This is an optimization exercise on Yosys and OpenROAD, whose aim is small area, not a production implementation. RTL that was checked went through simulation tests only; none was proved equivalent to the original. Function not checked in run 2: the RTL went through the layout flow alone.

**flow/config.mk**
```make
export PLATFORM = sky130hd
export DESIGN_NAME = avr_core
export DESIGN_NICKNAME = avr_core
export VERILOG_FILES = /design/flow/design.v
export SDC_FILE = /design/flow/constraint.sdc
export NUM_CORES = 4
export LEC_CHECK = 0
export CAP_MARGIN = 20
export CORE_MARGIN = 2
export CORE_UTILIZATION = 40
export GPL_TIMING_DRIVEN = 0
export SLEW_MARGIN = 20
```
**flow/constraint.sdc**
```tcl
create_clock -name core_clock -period 20.0 [get_ports {clk}]
set_input_delay 4.0000 -clock core_clock [delete_from_list [all_inputs] [get_ports {clk}]]
set_output_delay 4.0000 -clock core_clock [all_outputs]
set_load 0.01 [all_outputs]
```
**flow/design.v**
```verilog
`timescale 1ns / 1ps
module mega_rca #(
	parameter W = 8
	)(
	input [W-1:0]a,
	input [W-1:0]b,
	input ci,
	output [W-1:0]s,
	output [W:0]c
	);
assign c[0] = ci;
genvar i;
generate
for (i = 0; i < W; i = i + 1)
begin : bit_
	assign s[i] = a[i] ^ b[i] ^ c[i];
	assign c[i + 1] = (a[i] & b[i]) | (c[i] & (a[i] ^ b[i]));
end
endgenerate
endmodule
module mega_alu (
	input [15:0]inst,
	input [15:0]rd,
	input [15:0]rr,
	output reg [15:0]R,
	input [7:0]sreg_in,
	output reg [7:0]sreg_out
);
wire [7:0]a = rd[7:0];
wire [7:0]b = rr[7:0];
wire [7:0]K = {inst[11:8], inst[3:0]};
wire i_movw   = inst[15:8] == 8'b00000001;
wire i_muls   = inst[15:8] == 8'b00000010;
wire i_mulx   = inst[15:8] == 8'b00000011;	 
wire i_mul    = inst[15:10] == 6'b100111;
wire i_cpc    = inst[15:10] == 6'b000001;
wire i_sbc    = inst[15:10] == 6'b000010;
wire i_add    = inst[15:10] == 6'b000011;
wire i_cp     = inst[15:10] == 6'b000101;
wire i_sub    = inst[15:10] == 6'b000110;
wire i_adc    = inst[15:10] == 6'b000111;
wire i_and    = inst[15:10] == 6'b001000;
wire i_eor    = inst[15:10] == 6'b001001;
wire i_or     = inst[15:10] == 6'b001010;
wire i_mov    = inst[15:10] == 6'b001011;
wire i_cpi    = inst[15:12] == 4'b0011;
wire i_sbci   = inst[15:12] == 4'b0100;
wire i_subi   = inst[15:12] == 4'b0101;
wire i_ori    = inst[15:12] == 4'b0110;
wire i_andi   = inst[15:12] == 4'b0111;
wire i_ldi    = inst[15:12] == 4'b1110;
wire g1op     = inst[15:9] == 7'b1001010;
wire i_com    = g1op & inst[3:0] == 4'b0000;
wire i_neg    = g1op & inst[3:0] == 4'b0001;
wire i_swap   = g1op & inst[3:0] == 4'b0010;
wire i_inc    = g1op & inst[3:0] == 4'b0011;
wire i_asr    = g1op & inst[3:0] == 4'b0101;
wire i_lsr    = g1op & inst[3:0] == 4'b0110;
wire i_ror    = g1op & inst[3:0] == 4'b0111;
wire i_dec    = g1op & inst[3:0] == 4'b1010;
wire i_sex    = inst[15:8] == 8'b10010100 & inst[3:0] == 4'b1000;
wire i_adiw   = inst[15:8] == 8'b10010110;
wire i_sbiw   = inst[15:8] == 8'b10010111;
wire i_bld    = inst[15:9] == 7'b1111100 & ~inst[3];
wire i_bst    = inst[15:9] == 7'b1111101 & ~inst[3];
wire i_mulall = i_muls | i_mulx | i_mul;
wire i_frac   = i_mulx & (inst[7] | inst[3]);
wire sgn_a    = i_muls | i_mulx & (inst[7] | ~inst[3]);
wire sgn_b    = i_muls | i_mulx & inst[7] & ~inst[3];
wire i_w      = i_adiw | i_sbiw;
wire [7:0]corr_a = b & {8{sgn_a & a[7]}};
wire [7:0]corr_b = a & {8{sgn_b & b[7]}};
wire [15:0]mrow[0:10];
genvar i;
generate
for (i = 0; i < 8; i = i + 1)
begin : pp
	assign mrow[i] = {8'h00, a & {8{b[i]}}} << i;
end
endgenerate
assign mrow[8] = {~corr_a, 8'h00};
assign mrow[9] = {~corr_b, 8'h00};
assign mrow[10] = 16'h0200;
wire [15:0]l1as = ((mrow[0]) ^ (mrow[1]) ^ (mrow[2]));
wire [15:0]l1ac = ({(((mrow[0]) & (mrow[1])) | ((mrow[2]) & ((mrow[0]) ^ (mrow[1])))), 1'b0});
wire [15:0]l1bs = ((mrow[3]) ^ (mrow[4]) ^ (mrow[5]));
wire [15:0]l1bc = ({(((mrow[3]) & (mrow[4])) | ((mrow[5]) & ((mrow[3]) ^ (mrow[4])))), 1'b0});
wire [15:0]l1cs = ((mrow[6]) ^ (mrow[7]) ^ (mrow[8]));
wire [15:0]l1cc = ({(((mrow[6]) & (mrow[7])) | ((mrow[8]) & ((mrow[6]) ^ (mrow[7])))), 1'b0});
wire [15:0]l2ds = ((l1as) ^ (l1ac) ^ (l1bs));
wire [15:0]l2dc = ({(((l1as) & (l1ac)) | ((l1bs) & ((l1as) ^ (l1ac)))), 1'b0});
wire [15:0]l2es = ((l1bc) ^ (l1cs) ^ (l1cc));
wire [15:0]l2ec = ({(((l1bc) & (l1cs)) | ((l1cc) & ((l1bc) ^ (l1cs)))), 1'b0});
wire [15:0]l3fs = ((l2ds) ^ (l2dc) ^ (l2es));
wire [15:0]l3fc = ({(((l2ds) & (l2dc)) | ((l2es) & ((l2ds) ^ (l2dc)))), 1'b0});
wire [15:0]l3gs = ((l2ec) ^ (mrow[9]) ^ (mrow[10]));
wire [15:0]l3gc = ({(((l2ec) & (mrow[9])) | ((mrow[10]) & ((l2ec) ^ (mrow[9])))), 1'b0});
wire [15:0]l4hs = ((l3fs) ^ (l3fc) ^ (l3gs));
wire [15:0]l4hc = ({(((l3fs) & (l3fc)) | ((l3gs) & ((l3fs) ^ (l3fc)))), 1'b0});
wire [15:0]l5s = ((l4hs) ^ (l4hc) ^ (l3gc));
wire [15:0]l5c = ({(((l4hs) & (l4hc)) | ((l3gc) & ((l4hs) ^ (l4hc)))), 1'b0});
wire [15:0]prod;
wire [16:0]prod_c;
mega_rca #(.W(16)) mcpa (.a(l5s), .b(l5c), .ci(1'b0), .s(prod), .c(prod_c));
wire [15:0]mres = i_frac ? {prod[14:0], 1'b0} : prod;
wire imm   = i_cpi | i_sbci | i_subi;
wire sub   = i_sub | i_sbc | i_cp | i_cpc | imm | i_neg | i_dec | i_sbiw;
wire usec  = i_adc | i_sbc | i_cpc | i_sbci;
wire cin   = usec & sreg_in[0];
wire [7:0]x = i_neg ? 8'h00 : a;
wire [7:0]y = imm ? K : i_w ? {2'b00, inst[7:6], inst[3:0]} : (i_inc | i_dec) ? 8'h01 : i_neg ? a : b;
wire [7:0]s8;
wire [8:0]c8;
mega_rca #(.W(8)) addsub (.a(x), .b(sub ? ~y : y), .ci(cin ^ sub), .s(s8), .c(c8));
wire aC = sub ^ c8[8];
wire aH = sub ^ c8[4];
wire aV = c8[8] ^ c8[7];
wire [7:0]wh;
wire [8:0]whc;
mega_rca #(.W(8)) addw (.a(rd[15:8]), .b({8{i_sbiw}}), .ci(c8[8]), .s(wh), .c(whc));
wire [15:0]w16 = {wh, s8};
wire [7:0]bmask = 8'h01 << inst[2:0];
wire arith = i_sub | i_sbc | i_cp | i_cpc | imm | i_add | i_adc | i_neg | i_inc | i_dec;
wire logic_op = i_and | i_eor | i_or | i_ori | i_andi;
wire shift = i_asr | i_lsr | i_ror;
always @ *
begin
	R = 16'h0000;
	if (arith) R[7:0] = s8;
	if (i_and) R[7:0] = a & b;
	if (i_eor) R[7:0] = a ^ b;
	if (i_or) R[7:0] = a | b;
	if (i_ori) R[7:0] = a | K;
	if (i_andi) R[7:0] = a & K;
	if (i_com) R[7:0] = ~a;
	if (i_mov) R[7:0] = b;
	if (i_movw) R = rr;
	if (i_ldi) R[7:0] = K;
	if (i_swap) R[7:0] = {a[3:0], a[7:4]};
	if (shift) R[7:0] = {i_asr ? a[7] : i_ror ? sreg_in[0] : 1'b0, a[7:1]};
	if (i_bld) R[7:0] = sreg_in[6] ? (a | bmask) : (a & ~bmask);
	if (i_mulall) R = mres;
	if (i_w) R = w16;
end
wire z8 = R[7:0] == 8'h00;
wire z16 = z8 & (R[15:8] == 8'h00);
always @ *
begin
	sreg_out = sreg_in;
	if (arith) begin
		sreg_out[2] = R[7];
		sreg_out[1] = z8 & (~(i_sbc | i_cpc | i_sbci) | sreg_in[1]);
		sreg_out[3] = aV;
		sreg_out[4] = R[7] ^ aV;
		if (~(i_inc | i_dec)) begin
			sreg_out[0] = aC;
			sreg_out[5] = i_neg ? (R[3] | ~a[3]) : aH;
		end
	end
	if (logic_op | i_com) begin
		sreg_out[3] = 1'b0;
		sreg_out[2] = R[7];
		sreg_out[4] = R[7];
		sreg_out[1] = z8;
		if (i_com) sreg_out[0] = 1'b1;
	end
	if (shift) begin
		sreg_out[0] = a[0];
		sreg_out[2] = R[7];
		sreg_out[3] = R[7] ^ a[0];
		sreg_out[4] = a[0];
		sreg_out[1] = z8;
	end
	if (i_mulall) begin
		sreg_out[0] = prod[15];
		sreg_out[1] = (a == 8'h00) | (b == 8'h00);
	end
	if (i_w) begin
		sreg_out[0] = i_sbiw ? (R[15] & ~rd[15]) : (~R[15] & rd[15]);
		sreg_out[3] = i_sbiw ? (~R[15] & rd[15]) : (R[15] & ~rd[15]);
		sreg_out[2] = R[15];
		sreg_out[4] = R[15] ^ (i_sbiw ? (~R[15] & rd[15]) : (R[15] & ~rd[15]));
		sreg_out[1] = z16;
	end
	if (i_sex) sreg_out[inst[6:4]] = ~inst[7];
	if (i_bst) sreg_out[6] = a[inst[2:0]];
end
endmodule
`timescale 1ns / 1ps
module mega_regs (
	input clk,
	input [4:0]rs1a,
	output [15:0]rs1,
	input rs1m,
	input [4:0]rs2a,
	output [15:0]rs2,
	input rs2m,
	input [4:0]rda,
	input [15:0]rd,
	input rdw,
	input rdm
	);
reg [7:0]REGL[0:15];
reg [7:0]REGH[0:15];
wire [3:0]rda_int = rdm ? rda[3:0] : rda[4:1];
wire [3:0]rs1a_int = rs1m ? rs1a[3:0] : rs1a[4:1];
wire [3:0]rs2a_int = rs2m ? rs2a[3:0] : rs2a[4:1];
wire wl = rdw & (rdm | ~rda[0]);
wire wh = rdw & (rdm | rda[0]);
wire [7:0]dh = rdm ? rd[15:8] : rd[7:0];
genvar k;
generate
for (k = 0; k < 16; k = k + 1)
begin : pair
	always @ (posedge clk)
	begin
		if(wl && rda_int == k) REGL[k] <= rd[7:0];
		if(wh && rda_int == k) REGH[k] <= dh;
	end
end
endgenerate
reg [7:0]l1, h1, l2, h2;
integer i;
always @ *
begin
	l1 = 8'h00; h1 = 8'h00; l2 = 8'h00; h2 = 8'h00;
	for (i = 0; i < 16; i = i + 1)
	begin
		l1 = l1 | (REGL[i] & {8{rs1a_int == i}});
		h1 = h1 | (REGH[i] & {8{rs1a_int == i}});
		l2 = l2 | (REGL[i] & {8{rs2a_int == i}});
		h2 = h2 | (REGH[i] & {8{rs2a_int == i}});
	end
end
assign rs1 = {rs1m ? h1 : 8'h00, (rs1m | ~rs1a[0]) ? l1 : h1};
assign rs2 = {rs2m ? h2 : 8'h00, (rs2m | ~rs2a[0]) ? l2 : h2};
endmodule
`timescale 1ns / 1ps
module mega (
	input rst,
	input clk,
	output [15:0]pgm_addr,
	input [15:0]pgm_data,
	output [15:0]data_addr,
	output [7:0]data_out,
	output data_write,
	input [7:0]data_in,
	output data_read,
	output [5:0]io_addr,
	output [7:0]io_out,
	output io_write,
	input [7:0]io_in,
	output io_read
	);
reg cnt_rst;
reg [15:0]PC;
reg [1:0]state_cnt;
reg skip_next_clock;
reg [15:0]pgm_data_registered;
reg [4:0]rs1a;
reg [4:0]rs2a;
reg [4:0]rda;
reg reg_rs1m;
reg reg_rs2m;
reg reg_rdm;
reg reg_rdw;
reg [15:0]data_addr_int;
reg [7:0]data_out_int;
reg data_write_int;
reg data_read_int;
reg [5:0]io_addr_int;
reg [7:0]io_out_int;
reg io_write_int;
reg io_read_int;
reg [7:0]SREG;
reg [15:0]SP;
reg [7:0]PC_TMP_H;
reg lsb_lpm_r_p_reg;
wire [15:0]reg_rs1;
wire [15:0]reg_rs2;
reg [15:0]reg_rd;
wire [15:0]alu_rd;
wire [7:0]sreg_out;
assign data_addr = data_addr_int;
assign data_out = data_out_int;
assign data_write = data_write_int;
assign data_read = data_read_int;
assign io_addr = io_addr_int;
assign io_out = io_out_int;
assign io_write = io_write_int;
assign io_read = io_read_int;
wire [7:0]data_in_int = (data_addr_int == 16'h005D) ? SP[7:0] :
			(data_addr_int == 16'h005E) ? SP[15:8] :
			(data_addr_int == 16'h005F) ? SREG : data_in;
wire [7:0]io_in_int = (io_addr_int == 6'h3D) ? SP[7:0] :
			(io_addr_int == 6'h3E) ? SP[15:8] :
			(io_addr_int == 6'h3F) ? SREG : io_in;
wire execute = ~skip_next_clock & ~cnt_rst;
wire st0 = state_cnt == 2'd0;
wire st1 = state_cnt == 2'd1;
wire st2 = state_cnt == 2'd2;
wire st3 = state_cnt == 2'd3;
wire [15:0]I = (st0 & ~skip_next_clock) ? pgm_data : pgm_data_registered;
wire gld  = I[15:9] == 7'b1001000;
wire gst  = I[15:9] == 7'b1001001;
wire g1op = I[15:9] == 7'b1001010;
wire movw  = I[15:8] == 8'b00000001;
wire muls  = I[15:8] == 8'b00000010;
wire mulx  = I[15:8] == 8'b00000011;
wire mul   = I[15:10] == 6'b100111;
wire cpse  = I[15:10] == 6'b000100;
wire cpi   = I[15:12] == 4'b0011;
wire immop = (I[15:12] == 4'b0011) | (I[15:12] == 4'b0100) | (I[15:12] == 4'b0101) | (I[15:12] == 4'b0110) | (I[15:12] == 4'b0111);
wire ldi   = I[15:12] == 4'b1110;
wire ldd   = I[15:14] == 2'b10 & ~I[12] & ~I[9];
wire std   = I[15:14] == 2'b10 & ~I[12] & I[9];
wire lds   = gld & I[3:0] == 4'b0000;
wire sts   = gst & I[3:0] == 4'b0000;
wire ld_yzp = gld & I[2:0] == 3'b001;
wire st_yzp = gst & I[2:0] == 3'b001;
wire ld_yzn = gld & I[2:0] == 3'b010;
wire st_yzn = gst & I[2:0] == 3'b010;
wire lpm_r  = gld & I[3:2] == 2'b01 & ~I[0];
wire lpm_rp = gld & I[3:2] == 2'b01 & I[0];
wire ld_x   = gld & I[3:0] == 4'b1100;
wire st_x   = gst & I[3:0] == 4'b1100;
wire ld_xp  = gld & I[3:0] == 4'b1101;
wire st_xp  = gst & I[3:0] == 4'b1101;
wire ld_xn  = gld & I[3:0] == 4'b1110;
wire st_xn  = gst & I[3:0] == 4'b1110;
wire pop    = gld & I[3:0] == 4'b1111;
wire push   = gst & I[3:0] == 4'b1111;
wire alu1   = g1op & (I[3:0] == 4'b0000 | I[3:0] == 4'b0001 | I[3:0] == 4'b0010 | I[3:0] == 4'b0011 |
		I[3:0] == 4'b0101 | I[3:0] == 4'b0110 | I[3:0] == 4'b0111 | I[3:0] == 4'b1010);
wire ret    = I == 16'b1001010100001000;
wire reti   = I == 16'b1001010100011000;
wire lpm_e  = I[15:5] == 11'b10010101110 & I[3:0] == 4'b1000;
wire ijmp   = I[15:5] == 11'b10010100000 & I[3:0] == 4'b1001;
wire icall  = I[15:5] == 11'b10010101000 & I[3:0] == 4'b1001;
wire jmp    = g1op & I[3:1] == 3'b110;
wire call   = g1op & I[3:1] == 3'b111;
wire adiw   = I[15:9] == 7'b1001011;
wire cbi    = I[15:10] == 6'b100110 & ~I[8];
wire sbic   = I[15:10] == 6'b100110 & I[8];
wire in_    = I[15:11] == 5'b10110;
wire out_   = I[15:11] == 5'b10111;
wire rjmp   = I[15:12] == 4'b1100;
wire rcall  = I[15:12] == 4'b1101;
wire brch   = I[15:11] == 5'b11110;
wire bld    = I[15:9] == 7'b1111100 & ~I[3];
wire sbrc   = I[15:10] == 6'b111111 & ~I[3];
wire alu2   = I[15:10] == 6'b000010 | I[15:10] == 6'b000011 | I[15:10] == 6'b000110 |
		I[15:10] == 6'b000111 | I[15:12] == 4'b0010;	 
wire mulall = muls | mulx | mul;
wire lpm_any = lpm_r | lpm_rp | lpm_e;
wire ptr_yz = ld_yzp | st_yzp | ld_yzn | st_yzn;
wire ptr_x = ld_x | st_x | ld_xp | st_xp | ld_xn | st_xn;
wire ptr_n = ld_yzn | st_yzn | ld_xn | st_xn;
wire stack = rcall | call | icall | push | ret | reti | pop;
wire e0 = execute & st0;
wire e1 = execute & st1;
wire e2 = execute & st2;
wire e3 = execute & st3;
wire [5:0]io_a = {I[10:9], I[3:0]};
wire next2w = (pgm_data[15:10] == 6'b100100 & pgm_data[3:0] == 4'b0000) |
		(pgm_data[15:9] == 7'b1001010 & pgm_data[3:2] == 2'b11);
wire skip_cond = (cpse & (reg_rs1[7:0] == reg_rs2[7:0])) |
		(sbrc & (reg_rs1[I[2:0]] == I[9])) |
		(sbic & (io_in_int[I[2:0]] == I[9]));
wire br_take = sreg_out[I[2:0]] == ~I[10];
wire pc_abs = e1 & (jmp | call | ijmp | icall);
wire pc_ret = e3 & (ret | reti);
wire pc_rel12 = (e0 & rjmp) | (e1 & rcall);
wire pc_rel7 = e0 & brch & br_take;
wire pc_hold = (e0 & (rcall | push | ret | reti | cpse | sbrc | pop | ldd | std | ptr_yz | ptr_x |
		out_ | in_ | cbi | sbic | lpm_any)) |
	(e1 & (ret | reti | lds | ldd | ld_yzp | ld_yzn | st_yzn | ld_x | ld_xp | ld_xn | st_xn | lpm_any)) |
	(e2 & (ret | reti));
wire [15:0]pc_base = (e1 & (jmp | call)) ? pgm_data :
			(e1 & (ijmp | icall)) ? reg_rs1 :
			pc_ret ? {PC_TMP_H, data_in_int} : PC;
wire [15:0]pc_off = pc_rel12 ? {{4{I[11]}}, I[11:0]} :
			pc_rel7 ? {{9{I[9]}}, I[9:3]} :
			(pc_ret & reti) ? 16'hFFFF :
			(pc_abs | pc_ret | pc_hold) ? 16'h0000 : 16'h0001;
wire [15:0]pc_next;
wire [16:0]pc_c;
mega_rca #(.W(16)) pc_add (.a(pc_base), .b(pc_off), .ci(1'b0), .s(pc_next), .c(pc_c));
wire sp_dec = ((e0 | e1) & (rcall | call | icall)) | (e1 & push);
wire sp_inc = ((e0 | e1) & (ret | reti)) | (e0 & pop);
wire ptr_disp = st1 & (ldd | std);
wire ptr_dec = (st1 | st2) & ptr_n;
wire [15:0]ad_a = stack ? SP : reg_rs2;
wire [15:0]ad_off = stack ? (sp_dec ? 16'hFFFF : 16'h0001) :
			ptr_disp ? {10'h000, I[13], I[11:10], I[2:0]} :
			ptr_dec ? 16'hFFFF : 16'h0001;
wire [15:0]ad_sum;
wire [16:0]ad_c;
mega_rca #(.W(16)) ad_add (.a(ad_a), .b(ad_off), .ci(1'b0), .s(ad_sum), .c(ad_c));
wire [15:0]P = pgm_data_registered;
wire p_gld = P[15:9] == 7'b1001000;
wire p_ldmem = (p_gld & (P[3:0] == 4'b0000 | P[2:0] == 3'b001 | P[2:0] == 3'b010 | P[3:0] == 4'b1100 |
		P[3:0] == 4'b1101 | P[3:0] == 4'b1110 | P[3:0] == 4'b1111)) |
		(P[15:14] == 2'b10 & ~P[12] & ~P[9]);
wire p_in = P[15:11] == 5'b10110;
wire p_lpm = (p_gld & P[3:2] == 2'b01) | (P[15:5] == 11'b10010101110 & P[3:0] == 4'b1000);
wire p_lpm_p = p_gld & P[3:2] == 2'b01 & P[0];
wire [7:0]pgm_byte_sel = (p_lpm_p ? lsb_lpm_r_p_reg : reg_rs2[0]) ? pgm_data[15:8] : pgm_data[7:0];
always @ *
begin
	reg_rd = alu_rd;
	if (st0 & p_ldmem) reg_rd = {8'h00, data_in_int};
	if (st0 & p_in) reg_rd = {8'h00, io_in_int};
	if (st1 | st2) reg_rd = ad_sum;
	if (st2 & p_lpm) reg_rd = {8'h00, pgm_byte_sel};
end
assign pgm_addr = (execute & st1 & p_lpm) ? {1'b0, reg_rs2[15:1]} : PC;
always @ (posedge clk or posedge rst)
begin
	if(rst)
	begin
		cnt_rst <= 1'b1;
		PC <= 16'h0000;
		state_cnt <= 2'd0;
	end
	else
	begin
		cnt_rst <= 1'b0;
		PC <= pc_next;
		if (e0 & (jmp | ijmp | stack | cpse | sbrc | lds | sts | ldd | std | ptr_yz | ptr_x |
				out_ | in_ | cbi | sbic | lpm_any))
			state_cnt <= 2'd1;
		else if ((e1 & (ret | reti | lds | ldd | ld_yzp | ld_yzn | st_yzn | ld_x | ld_xp | ld_xn | st_xn |
				lpm_any)) |
			 (e1 & (cpse | sbrc | sbic) & skip_cond & next2w))
			state_cnt <= 2'd2;
		else if (e2 & (ret | reti | cpse | sbrc | sbic))
			state_cnt <= 2'd3;
		else
			state_cnt <= 2'd0;
	end
end
always @ (posedge clk)
begin
	pgm_data_registered <= I;
	skip_next_clock <= (e0 & brch & br_take) |
		(e1 & (cpse | sbrc | sbic) & skip_cond & ~next2w) |
		(e0 & rjmp) | (e1 & (jmp | ijmp | rcall | call | icall)) | (e3 & (ret | reti));
	rs1a <= I[8:4];
	if (e0 & (muls | immop)) rs1a[4] <= 1'b1;
	if (e0 & mulx) rs1a[4:3] <= 2'b10;
	if (e0 & adiw) rs1a[4:2] <= 3'b111;
	if (e0 & (ijmp | icall)) rs1a <= 5'b01111;
	rs2a <= {I[9], I[3:0]};
	if (e0 & muls) rs2a[4] <= 1'b1;
	if (e0 & mulx) rs2a[4:3] <= 2'b10;
	if ((e0 & (ldd | std)) | ((e0 | e1) & ptr_yz)) rs2a <= {2'b01, 2'b11, ~I[3]};
	if ((e0 | e1) & ptr_x) rs2a <= 5'b01101;
	if ((e0 | e1) & lpm_any) rs2a <= 5'b01111;
	rda <= I[8:4];
	if (e0 & (ldi | (immop & ~cpi))) rda[4] <= 1'b1;
	if ((e0 & mulall) | (e1 & lpm_e)) rda <= 5'h00;
	if (e0 & adiw) rda[4:2] <= 3'b111;
	if ((e1 & (ld_yzp | ld_yzn | st_yzn)) | (e0 & st_yzp)) rda <= {2'b01, 2'b11, ~I[3]};
	if ((e1 & (ld_xp | ld_xn | st_xn)) | (e0 & st_xp)) rda <= 5'b01101;
	if (e0 & lpm_rp) rda <= 5'b01111;
	reg_rs1m <= e0 & (adiw | ijmp | icall);
	reg_rs2m <= (e0 & (movw | ldd | std)) | ((e0 | e1) & (ptr_yz | ptr_x | lpm_any));
	reg_rdm <= (e0 & (movw | mulall | adiw | st_yzp | st_xp | lpm_rp)) |
		(e1 & (ld_yzp | ld_yzn | st_yzn | ld_xp | ld_xn | st_xn));
	reg_rdw <= (e0 & (ldi | movw | mulall | alu1 | alu2 | bld | (immop & ~cpi) | adiw | st_yzp | st_xp | lpm_rp)) |
		(e1 & (pop | ld_yzp | ld_yzn | st_yzn | ld_xp | ld_xn | st_xn | in_ | lpm_any)) |
		(e2 & (lds | ldd | ld_yzp | ld_yzn | ld_x | ld_xp | ld_xn));
	data_write_int <= sp_dec | (e1 & (std | st_yzp | st_x | st_xp | sts)) | (e2 & (st_yzn | st_xn));
	data_read_int <= ((e1 | e2) & (ret | reti)) | (e1 & pop) |
		(e2 & (ldd | ld_yzp | ld_yzn | ld_x | ld_xp | ld_xn | lds));
	io_write_int <= e1 & (out_ | cbi);
	io_read_int <= (e1 & in_) | (e0 & cbi) | ((e0 | e1) & sbic);
	if ((e0 & (rcall | icall)))
		data_out_int <= PC[7:0];
	else if (e1 & rcall)
		data_out_int <= PC[15:8];
	else if (e0 & call)
		data_out_int <= pc_next[7:0];
	else if (e1 & call)
		data_out_int <= PC[15:8];	 
	else if (e1 & icall)
		data_out_int <= PC_TMP_H;
	else
		data_out_int <= reg_rs1[7:0];
	io_addr_int <= (cbi | sbic) ? {1'b0, I[7:3]} : io_a;
	io_out_int <= out_ ? reg_rs1[7:0] : I[9] ? (io_in | (8'h01 << I[2:0])) : (io_in & ~(8'h01 << I[2:0]));
	lsb_lpm_r_p_reg <= reg_rs2[0];
end
always @ (posedge clk)
begin
	if (sp_dec | (e1 & pop) | (e2 & (ret | reti)) | (e1 & (ld_yzp | st_yzp | ld_x | st_x | ld_xp | st_xp)))
		data_addr_int <= ad_a;
	else if (sp_inc | (e1 & (ldd | std | ld_yzn | st_yzn | ld_xn | st_xn)))
		data_addr_int <= ad_sum;
	else if (e1 & (lds | sts))
		data_addr_int <= pgm_data;
	if (~skip_next_clock)
	begin
		if ((e1 & sts & (data_addr_int == 16'h005F)) | (e1 & out_ & (io_a == 6'h3F)))
			SREG <= reg_rs1[7:0];
		else if (e3 & reti)
			SREG <= {1'b1, sreg_out[6:0]};
		else
			SREG <= sreg_out;
	end
	if (sp_dec | sp_inc)
		SP <= ad_sum;
	else if ((e1 & sts & (pgm_data == 16'h005D)) | (e1 & out_ & (io_a == 6'h3D)))
		SP[7:0] <= reg_rs1[7:0];
	else if ((e1 & sts & (pgm_data == 16'h005E)) | (e1 & out_ & (io_a == 6'h3E)))
		SP[15:8] <= reg_rs1[7:0];
	if (e0 & icall)
		PC_TMP_H <= PC[15:8];
	else if (e2 & (ret | reti))
		PC_TMP_H <= data_in_int;
end
mega_alu alu (
	.inst(pgm_data_registered),
	.rd(reg_rs1),
	.rr(reg_rs2),
	.R(alu_rd),
	.sreg_in(SREG),
	.sreg_out(sreg_out)
);
mega_regs regs (
	.clk(clk),
	.rs1a(rs1a),
	.rs1(reg_rs1),
	.rs1m(reg_rs1m),
	.rs2a(rs2a),
	.rs2(reg_rs2),
	.rs2m(reg_rs2m),
	.rda(rda),
	.rd(reg_rd),
	.rdw(reg_rdw),
	.rdm(reg_rdm)
);
endmodule
`timescale 1ns / 1ps
module avr_core (
	input clk,
	input rst,
	output [15:0]pgm_addr,
	input [15:0]pgm_data,
	output [15:0]data_addr,
	output [7:0]data_out,
	output data_write,
	input [7:0]data_in,
	output data_read,
	output [5:0]io_addr,
	output [7:0]io_out,
	output io_write,
	input [7:0]io_in,
	output io_read
	);
mega core(
	.rst(rst),
	.clk(clk),
	.pgm_addr(pgm_addr),
	.pgm_data(pgm_data),
	.data_addr(data_addr),
	.data_out(data_out),
	.data_write(data_write),
	.data_in(data_in),
	.data_read(data_read),
	.io_addr(io_addr),
	.io_out(io_out),
	.io_write(io_write),
	.io_in(io_in),
	.io_read(io_read)
	);
endmodule
```
**flow/flow/run.sh**
```bash
#!/bin/bash
# Own layout flow: the standard flow (standard.sh) with
#  - synthesis mapped by an area-oriented ABC script (flow/synth_area.tcl),
#  - port buffers of the smallest buffer cell,
#  - clock tree from mid-size clock buffers in larger sink clusters, without
#    dummy loads.
# Each tool's full output goes to the ORFS logs under orfs/logs; make's own
# output goes to flow_make.log in the work folder.
set -euo pipefail
W=$(pwd)
bash "$W/standard.sh" \
  "SYNTH_SCRIPT=$W/flow/synth_area.tcl" \
  "BUFFER_PORTS_ARGS=-buffer_cell sky130_fd_sc_hd__buf_1" \
  "CTS_ARGS=-sink_clustering_enable -repair_clock_nets -dont_use_dummy_load -buf_list sky130_fd_sc_hd__clkbuf_8 -sink_clustering_size 20 -sink_clustering_max_diameter 50" \
  finish > "$W/flow_make.log" 2>&1
```
**flow/flow/area.abc**
```
&get -n
&st
&dch -f
&nf -R 1000 -F 8 -A 4 -p
&put
```
**flow/flow/synth_area.tcl**
```tcl
# The standard synthesis (synth_recipe.tcl), with the technology mapping of
# the combinational logic done by an area-oriented ABC script (area.abc beside
# this file) in place of ORFS's delay-oriented one. Everything else, and so
# every register's name and cell type, is as in the standard synthesis.
set area_abc_script [file join [file dirname [file normalize [info script]]] area.abc]
proc synth {args} { yosys synth -nofsm -noshare {*}$args }
proc abc {args} {
  set i [lsearch -exact $args -script]
  if { $i >= 0 } {
    lset args [expr {$i + 1}] $::area_abc_script
  }
  yosys abc {*}$args
}
source $::env(SCRIPTS_DIR)/synth.tcl
# left out here: clear keep_hierarchy, flatten, clean up, hide names made inside functions, write 1_2_yosys.v
```
**flow/standard.sh**
```bash
#!/bin/bash
# synth_recipe.tcl (not shown) runs the flow's synth.tcl, then flattens the netlist and writes it again
# the make line also repeats each setting of config.mk as NAME=value (left out here)
make -C /OpenROAD-flow-scripts/flow DESIGN_CONFIG=/design/flow/config.mk WORK_HOME=/design/flow/orfs CLKGATE_MAP_FILE= SYNTH_SCRIPT=/design/flow/synth_recipe.tcl "${@:-finish}"
```
==> results of run 1 <==
==> how the worst max path moves through the flow <==
stage / start / to / slack (ns)
finish: core.reg_rs1m / core.PC[15] / 0.64
global route: core.reg_rs1m / core.PC[15] / 0.008
CTS: core.reg_rs1m / core.PC[15] / 0.12
detailed placement: core.reg_rs1m / core.PC[15] / -0.33
global placement: core.reg_rs1m / core.PC[15] / -3.83
floorplan: core.reg_rs1m / core.PC[15] / 2.46
==> cells by family (layout without fill, tap and decap cells) <==
kind of cell,Yosys count,in the layout
DFF,386,386
xor gates and xnor gates,26,26
other,1,3
and+or+nand+nor,906,906
AOI/OAI and AO/OA,751,751
buffers and inverters,128,336
adders and majority gates,156,156
muxes,90,90
==> worst min-delay path, stage by stage (launching register included) <==
cell,delay (ns)
dfrtp_1,0.38
nand2_1,0.05
o21ai_0,0.07
==> through the flow <==
stage	cells	area (um2)	setup TNS, ns	setup slack (ns)
after floorplan	2444	24500	0	2.46
after global placement	3317	25800	-29.14	-3.83
after detailed placement	3392	27200	-0.411	-0.329
after CTS	3432	27800	0	0.120
after global routing	3435	27800	0	0.00816
final	3436	27900	0	0.640
==> layer usage <==
layer	up-vias	track usage, %	routed length, um
met3	318	7.96	14500
met1	11490	46.8	42200
li1	9911	-	-
met5	-	0	49
met2	1894	49.8	46000
met4	2	15.6	5590
==> placed cells by master (no fill, tap or decap), types with 15 or more instances in the layout <==
cell type,Yosys,layout
nor3_2,0,34
dfrtp_1,18,18
a21oi_1,186,180
buf_8,0,23
o22ai_1,19,16
a211oi_1,42,42
nand4_1,44,44
nand2b_1,26,26
nor4_1,24,22
xnor2_1,16,16
nand3_1,57,56
edfxtp_1,304,304
buf_4,0,26
a221oi_1,28,27
nor3_1,75,41
clkbuf_8,0,40
nor2b_1,21,19
nand2_1,302,301
clkinv_1,128,124
buf_6,0,20
buf_1,0,91
a221o_1,22,22
mux2i_1,73,68
o211ai_1,25,25
dfxtp_1,63,61
fa_1,100,100
a22oi_1,44,44
a22o_1,19,19
o21ai_0,172,153
nor2_2,0,36
nor2_1,280,244
mux2_1,17,17
a222oi_1,107,107
or2_0,15,15
ha_1,56,56
==> cell type report <==
class / instances / area, um2 / share of cell area (%)
well taps: 782 / 978 / 3.51
flip-flops and latches: 386 / 10900 / 39.0
clock buffers: 40 / 551 / 1.98
diodes: 2 / 5.00 / 0.0180
inverters: 128 / 494 / 1.77
multi-input cells: 1930 / 13700 / 49.0
repair buffers: 168 / 1300 / 4.66
==> repair_timing <==
item,4_1_cts,5_1_grt
resized for setup,5,10
setup endpoints to repair,2,2
buffers inserted,0,2
pin swaps,0,0
==> metrics.md, run 1 <==
| Metric | Value |
|---|---|
| Most common cell in the netlist | `edfxtp_1` |
| Crit Path Class | `register to register` |
| Largest family of logic cells by synthesized area | `compound AO/OA/AOI/OAI gates` |
| Worst path max stage delay | `0.56 ns` |
| Final setup vio count | `0` |
| Min-Delay Endpoint | `core.data_out_int[7]` |
| Largest net degree at the start of global routing | `34` |
| Core area | `60,500 um2` |
| Nets@finish | `2,844` |
| Worst reg2reg startpoint | `core.reg_rs1m` |
| Sequential area share after synthesis | `~44%` |
| Crit share post-route | `~97%` |
| Critical path peak fanout | `15` |
| Worst hold start | `core.PC[7]` |
| Most frequent CP cell | `fa_1` |
| RSZ-0062 raised after global routing | `no` |
| Worst Hold Class | `register to register` |
| CTS Sinks | `about 390` |
| Total global-route track usage | `33.7%` |
| Worst reg2reg setup slack | `0.64 ns` |
| Clock tree buffer depth | `3` |
| Worst Setup End Kind | `register` |
| Yosys cell types | `64` |
| Max-Cap Viols | `0` |
| Vias per cell | `6.87` |
| Die Height | `roughly 250 um` |
| Antenna violations before repair | `5` |
| Slew margin rel. | `between 10% and 20%` |
| Final core utilization | `46.1%` |
| Worst r2r dst | `core.PC[15]` |
| I/O pin cnt | `92` |
| CTS Buf Count | `40` |
| Initial drt markers | `4,327` |
| Hold Violations, Final | `0` |
| CTS clk-pin slew, worst paths | `0.10 ns` |
| Post-Synth Adder-Cell Area | `approximately 11%` |
| Synthesis-to-layout area growth | `13.8%` |
| WP buf/inv | `7` |
| WP data arrival | `19.80 ns` |
| Worst Setup Start Kind | `register` |
| Initial Util | `around two fifths` |
| Final WL | `108 mm` |
| Levels on crit path | `66` |
| Most instantiated cells after synthesis | `edfxtp_1 (304), nand2_1 (302), nor2_1 (280)` |
| Clk_skew | `0.146 ns` |
| FILL cells | `5,678` |
| Synth area leader | `edfxtp_1` |
| Yosys reg bits | `around 390` |
| Final HPWL DP | `around 81 mm` |
| CTS tree | `done` |
| Post-CTS Hold Buffers | `0` |
| CP max stage cell | `fa_1` |
| Hold WS | `0.540 ns` |
| Cell Rows | `90` |
| Period minus WS final | `19.36 ns` |
| Area share of xor/xnor cells in the synthesized design | `less than 1%` |
| Vias | `about 24,000` |
| Hold path depth | `2` |
| Avg Inst Size Synth | `10.0 um2` |
| Vias in the first global route | `between 20,000 and 25,000` |
| Synth Cell Area | `between 20,000 and 25,000 um2` |
| Pins Over Slew Limit | `0` |
| WL per Instance | `31.6 um` |
| Worst skew pair latency | `around 0.69 ns` |
| Remaining antenna violation count after routing | `0` |
| Top cells by area, synth | `edfxtp_1 (37%), fa_1 (8.2%), dfxtp_1 (5.2%)` |
| Mux contribution to synthesized area | `3.77%` |
| First-pass GRT wire length | `156 mm` |
| Worst Tran Pin Value | `1.29 ns` |
| FMAX | `0.0517 GHz` |
| First-pass iteration count of the detailed router | `12` |
| H-Tree Depth | `2` |
| Cells after Synth | `2,444` |
| Final GP Congestion | `1.02` |
| Synth Net Count | `~2,600` |
| Drt drc | `0` |
| Status | `finished clean` |
| Post-synthesis compound-gate area fraction | `roughly a fifth` |
| IO buf count | `slightly above 90` |
| Die area | `63,200 um2` |
| Post-synth EDFFs | `304` |
| Worst path top cell family by delay | `adder cells` |
| Synth Area in Simple Gates | `16.8%` |
| Yosys top cell area share | `37.3%` |
| Biggest regs | `core.regs.REGH x128, core.regs.REGL x128` |
| Root Buffer Master | `clkbuf_8` |
| R2r worst-path depth | `66` |
| Grt total ovfl | `0` |
| Ys async rst share | `4.92%` |
| Die X-Extent | `251 um` |
| Ys flop type | `edfxtp_1` |
| Required @ worst endpoint | `between 20 and 25 ns` |
| Proportion of layout cells with a drive suffix above 1 | `8.86%` |
| Ys Warns | `5` |
==> run 2: changes to the inputs <==
--- a/flow/design.v
+++ b/flow/design.v
@@ -69,38 +69,22 @@
 wire sgn_b    = i_muls | i_mulx & inst[7] & ~inst[3];
 wire i_w      = i_adiw | i_sbiw;
-wire [7:0]corr_a = b & {8{sgn_a & a[7]}};
-wire [7:0]corr_b = a & {8{sgn_b & b[7]}};
-wire [15:0]mrow[0:10];
+wire [7:0]row_s[0:7];
+wire [8:0]row_c[1:7];
+assign row_s[0] = a & {8{b[0]}};
 genvar i;
 generate
-for (i = 0; i < 8; i = i + 1)
-begin : pp
-	assign mrow[i] = {8'h00, a & {8{b[i]}}} << i;
+for (i = 1; i < 8; i = i + 1)
+begin : mrow
+	wire [7:0]acc = {(i == 1) ? 1'b0 : row_c[i - 1][8], row_s[i - 1][7:1]};
+	mega_rca #(.W(8)) add (.a(acc), .b(a & {8{b[i]}}), .ci(1'b0), .s(row_s[i]), .c(row_c[i]));
 end
 endgenerate
-assign mrow[8] = {~corr_a, 8'h00};
-assign mrow[9] = {~corr_b, 8'h00};
-assign mrow[10] = 16'h0200;
-wire [15:0]l1as = ((mrow[0]) ^ (mrow[1]) ^ (mrow[2]));
-wire [15:0]l1ac = ({(((mrow[0]) & (mrow[1])) | ((mrow[2]) & ((mrow[0]) ^ (mrow[1])))), 1'b0});
-wire [15:0]l1bs = ((mrow[3]) ^ (mrow[4]) ^ (mrow[5]));
-wire [15:0]l1bc = ({(((mrow[3]) & (mrow[4])) | ((mrow[5]) & ((mrow[3]) ^ (mrow[4])))), 1'b0});
-wire [15:0]l1cs = ((mrow[6]) ^ (mrow[7]) ^ (mrow[8]));
-wire [15:0]l1cc = ({(((mrow[6]) & (mrow[7])) | ((mrow[8]) & ((mrow[6]) ^ (mrow[7])))), 1'b0});
-wire [15:0]l2ds = ((l1as) ^ (l1ac) ^ (l1bs));
-wire [15:0]l2dc = ({(((l1as) & (l1ac)) | ((l1bs) & ((l1as) ^ (l1ac)))), 1'b0});
-wire [15:0]l2es = ((l1bc) ^ (l1cs) ^ (l1cc));
-wire [15:0]l2ec = ({(((l1bc) & (l1cs)) | ((l1cc) & ((l1bc) ^ (l1cs)))), 1'b0});
-wire [15:0]l3fs = ((l2ds) ^ (l2dc) ^ (l2es));
-wire [15:0]l3fc = ({(((l2ds) & (l2dc)) | ((l2es) & ((l2ds) ^ (l2dc)))), 1'b0});
-wire [15:0]l3gs = ((l2ec) ^ (mrow[9]) ^ (mrow[10]));
-wire [15:0]l3gc = ({(((l2ec) & (mrow[9])) | ((mrow[10]) & ((l2ec) ^ (mrow[9])))), 1'b0});
-wire [15:0]l4hs = ((l3fs) ^ (l3fc) ^ (l3gs));
-wire [15:0]l4hc = ({(((l3fs) & (l3fc)) | ((l3gs) & ((l3fs) ^ (l3fc)))), 1'b0});
-wire [15:0]l5s = ((l4hs) ^ (l4hc) ^ (l3gc));
-wire [15:0]l5c = ({(((l4hs) & (l4hc)) | ((l3gc) & ((l4hs) ^ (l4hc)))), 1'b0});
-wire [15:0]prod;
-wire [16:0]prod_c;
-mega_rca #(.W(16)) mcpa (.a(l5s), .b(l5c), .ci(1'b0), .s(prod), .c(prod_c));
+wire [15:0]umul = {row_c[7][8], row_s[7], row_s[6][0], row_s[5][0], row_s[4][0], row_s[3][0],
+		row_s[2][0], row_s[1][0], row_s[0][0]};
+wire [7:0]hi1, hi2;
+wire [8:0]hc1, hc2;
+mega_rca #(.W(8)) corra (.a(umul[15:8]), .b(~(b & {8{sgn_a & a[7]}})), .ci(1'b1), .s(hi1), .c(hc1));
+mega_rca #(.W(8)) corrb (.a(hi1), .b(~(a & {8{sgn_b & b[7]}})), .ci(1'b1), .s(hi2), .c(hc2));
+wire [15:0]prod = {hi2, umul[7:0]};
 wire [15:0]mres = i_frac ? {prod[14:0], 1'b0} : prod;
 wire imm   = i_cpi | i_sbci | i_subi;
@@ -174,5 +158,5 @@
 	if (i_mulall) begin
 		sreg_out[0] = prod[15];
-		sreg_out[1] = (a == 8'h00) | (b == 8'h00);
+		sreg_out[1] = z16;
 	end
 	if (i_w) begin
@@ -483,7 +467,5 @@
 	else if (e0 & call)
 		data_out_int <= pc_next[7:0];
-	else if (e1 & call)
-		data_out_int <= PC[15:8];	 
-	else if (e1 & icall)
+	else if (e1 & (call | icall))
 		data_out_int <= PC_TMP_H;
 	else
@@ -516,5 +498,7 @@
 	else if ((e1 & sts & (pgm_data == 16'h005E)) | (e1 & out_ & (io_a == 6'h3E)))
 		SP[15:8] <= reg_rs1[7:0];
-	if (e0 & icall)
+	if (e0 & call)
+		PC_TMP_H <= pc_next[15:8];
+	else if (e0 & icall)
 		PC_TMP_H <= PC[15:8];
 	else if (e2 & (ret | reti))
==> flow/flow/run.sh (replaced) <==
#!/bin/bash
# Own layout flow: the standard flow (standard.sh) with
#  - synthesis mapped by an area-oriented ABC script (flow/synth_area.tcl),
#  - port buffers of the smallest buffer cell,
#  - clock tree from small clock buffers, without dummy loads.
# Each tool's full output goes to the ORFS logs under orfs/logs; make's own
# output goes to flow_make.log in the work folder.
set -euo pipefail
W=$(pwd)
bash "$W/standard.sh" \
  "SYNTH_SCRIPT=$W/flow/synth_area.tcl" \
  "BUFFER_PORTS_ARGS=-buffer_cell sky130_fd_sc_hd__buf_1" \
  "CTS_ARGS=-sink_clustering_enable -repair_clock_nets -dont_use_dummy_load -buf_list sky130_fd_sc_hd__clkbuf_4" \
  finish > "$W/flow_make.log" 2>&1
--- a/flow/config.mk
+++ b/flow/config.mk
@@ -9,4 +9,3 @@
 export CORE_MARGIN = 2
 export CORE_UTILIZATION = 40
-export GPL_TIMING_DRIVEN = 0
 export SLEW_MARGIN = 20
==> run 2 against run 1 <==
Now fails the layout checks on setup timing. Routed wire length increased by 4.6%. Worst hold slack got worse by 0.013 ns. Synthesized area decreased by 0.91%. Sequential share of layout area decreased by 2.3 points. Final area increased by 6.3%. Worst setup slack got worse by 0.78 ns. Sequential cell count unchanged. Largest cell class unchanged.
==> metrics.md, run 2 <==
| Metric | Value |
|---|---|
| Status | `failed layout checks` |
| SO Faults | `setup timing` |
| Die area | `62,600 um2` |
| Most common cell in the netlist | `nand2_1` |
| Final WS setup | `-0.140 ns` |
| Synthesis-to-layout area growth | `22.1%` |
| Vias per cell | `around 6.6` |
| CTS clk-pin slew, worst paths | `0.05 ns` |
| Worst Setup End Kind | `register` |
| Core area | `60,100 um2` |
| Avg Inst Size Synth | `approximately 10 um2` |
| Antenna violations before repair | `10` |
| H-Tree Depth | `3` |
| Placed Area | `about 28,000 um2` |
| Cell Rows | `90` |
| Initial drt markers | `about 3,800` |
| Final WL | `113 mm` |
| Worst Hold Class | `register to register` |
| FF/Latch Area | `10,900 um2` |
| FMAX | `0.0497 GHz` |
| Worst path max stage delay | `0.60 ns` |
| Total global-route track usage | `35.3%` |
| CP max stage cell | `fa_2` |
| Post-CTS Hold Buffers | `0` |
| CTS Buf Count | `approximately 100` |
| Most instantiated cells after synthesis | `nand2_1 (313), edfxtp_1 (304), nor2_1 (262)` |
| Vias in the first global route | `24,014` |
| FILL cells | `5,761` |
| CTS tree | `done` |
| Clk_skew | `0.105 ns` |
| Synth Net Count | `2,620` |
| Final HPWL DP | `slightly below 90 mm` |
| Cells after Synth | `approximately 2,400` |
| Final core utilization | `49.2%` |
| Total negative setup slack | `-0.318 ns` |
| Synth area leader | `edfxtp_1` |
| IO buf count | `91` |
| WP data arrival | `between 20 and 25 ns` |
| Worst skew pair latency | `just over 0.9 ns` |
| Worst Setup Start Kind | `register` |
| Routing usage on met3 | `under 10%` |
| Vias | `24,821` |
| Synth Cell Area | `24,200 um2` |
| Initial Util | `40.3%` |
| Required @ worst endpoint | `20.57 ns` |
| Footprint of the multi-input gates | `13,600 um2` |
| Ys Warns | `5` |
| Met1 GRT Util | `43.4%` |
| Top cells by area, synth | `edfxtp_1 (38%), fa_1 (8.5%), dfxtp_1 (5.2%)` |
| First-pass GRT wire length | `163 mm` |
| Ys async rst share | `4.92%` |
| Leading cell type in the layout, fill and taps excluded | `nand2_1` |
| Yosys reg bits | `386` |
| Final GP Congestion | `1.03` |
| Drt drc | `0` |
| Hold Violations, Final | `0` |
| Most frequent CP cell | `fa_2` |
| Clock tree buffer depth | `3` |
| Design Area, Final | `between 20,000 and 30,000 um2` |
| Die X-Extent | `250 um` |
| Biggest regs | `core.regs.REGH x128, core.regs.REGL x128` |
| RSZ-0062 raised after global routing | `yes` |
| Nets@finish | `3,126` |
| Post-synth EDFFs | `~300` |
| WL per Instance | `just over 30 um` |
| Crit Path Class | `register to register` |
| Grt total ovfl | `0` |
| Proportion of layout cells with a drive suffix above 1 | `20.1%` |
| Most frequent cells in the layout | `nand2_1 (309), edfxtp_1 (304), buf_4 (295)` |
| Worst reg2reg setup slack | `-0.14 ns` |
| Crit share post-route | `101%` |
| Max-Cap Viols | `0` |
| Slew margin rel. | `21.8%` |
| Sequential area share after synthesis | `44.8%` |
| Critical path peak fanout | `6` |
| GR Util met2 | `58.2%` |
| Root Buffer Master | `clkbuf_4` |
| Largest net degree at the start of global routing | `35` |
| Remaining antenna violation count after routing | `0` |
| Yosys top cell area share | `37.6%` |
| Pins Over Slew Limit | `0` |
| Final setup vio count | `3` |
| GR peak layer | `met2` |
| First-pass iteration count of the detailed router | `11` |
| Ys flop type | `edfxtp_1` |
| I/O pin cnt | `92` |
| Yosys cell types | `63` |
| Worst Tran Pin Value | `approximately 1.2 ns` |
| Period minus WS final | `around 20 ns` |
| CTS Sinks | `386` |
| Die Height | `250 um` |
-- run 2: critical path, delay by kind of cell (launching register included) --
kind	cells	cell delay (ns)
flops	1	0.44
simple gates	10	1.23
mux	2	0.45
compound gates	11	2.09
xor+xnor	3	0.52
buf+inv	14	1.03
fa+ha+maj	37	14.02
-- run 2: cells by family (layout without fill, tap and decap cells) --
family | after synthesis | count (layout) | synth area share, %
AO/OA/AOI/OAI | 737 | 737 | 20.5
XOR/XNOR | 25 | 25 | 0.903
adder cells (fa/ha/maj) | 138 | 138 | 10.3
buffers and inverters | 141 | 645 | 2.18
flip-flops | 386 | 386 | 44.8
multiplexers | 84 | 84 | 3.52
other | 1 | 10 | 0.0155
AND/OR/NAND/NOR | 936 | 936 | 17.8
-- run 2: stage by stage --
step,setup slack [ns],instances,hold slack (ns)
finish,-0.140,3743,0.527
global route,-0.789,3737,0.560
CTS,-0.0121,3725,0.504
detailed placement,-1.15,3606,0.506
global placement,-0.931,3606,0.494
floorplan,0.0141,2448,0.464
-- run 2: path summary, 6_finish.rpt --
check                         startpoint              endpoint  depth (start not counted)
max reg2reg                core.reg_rs2m      core.PC_TMP_H[6]                         77
min in group asynchronous            rst            core.PC[9]                          2
min                           core.PC[3]  core.data_out_int[3]                          1
max                        core.reg_rs2m      core.PC_TMP_H[6]                         77
min reg2reg                   core.PC[3]  core.data_out_int[3]                          1
max in group asynchronous            rst            core.PC[2]                          2
-- run 2: cell type report --
cell class	instances	share of cell area, %
Clock buffer	103	2.61
Timing Repair Buffer	401	9.41
Inverter	141	1.88
Antenna cell	9	0.0761
Tap cell	782	3.30
Multi-Input combinational cell	1921	46.0
Sequential cell	386	36.7
-- run 2: metal layers --
metal | wire, um | vias to the layer above | part of all wire (%)
met4 | 6880 | 10 | 6.1
met5 | 81 | - | 0.071
li1 | - | 10505 | -
met3 | 11300 | 441 | 10
met1 | 42000 | 12092 | 37
met2 | 53100 | 1773 | 47
-- run 2: timing repair --
item / in CTS / in global routing
cloned: 0 / 0
setup buffers: 16 / 10
pin swaps: 50 / 25
endpoints found under the setup margin: 9 / 9
gates resized for setup: 96 / 41

static timing again, ports no longer ideal:
The flow's constraints put no driver on any port. The routed layouts listed below were extracted and timed again, unchanged, in two steps.
Step 1 assumes that a clkbuf_16 drives the clock port and a buf_2 every other input.
Step 2 adds t to the input delays and takes it off the output delays; t is the mean of the earliest and latest rising clock arrival at the registers after step 1. Input paths then give back, and output paths get back, about the clock's delay inside the block.
Three values: no drivers, after step 1, after step 2; two values: the first two.
run | t, ns | setup WS [ns] | hold WS [ns] | worst register clock-pin slew, ns | worst data-port slew with drivers (ns)
run 1 | 0.676 | 0.640 / 0.640 / 0.640 | 0.540 / 0.540 / 0.540 | 0.12 / 0.12 | 0.03
run 2 | 0.924 | -0.140 / -0.140 / -0.140 | 0.527 / 0.527 / 0.527 | 0.08 / 0.08 | 0.05
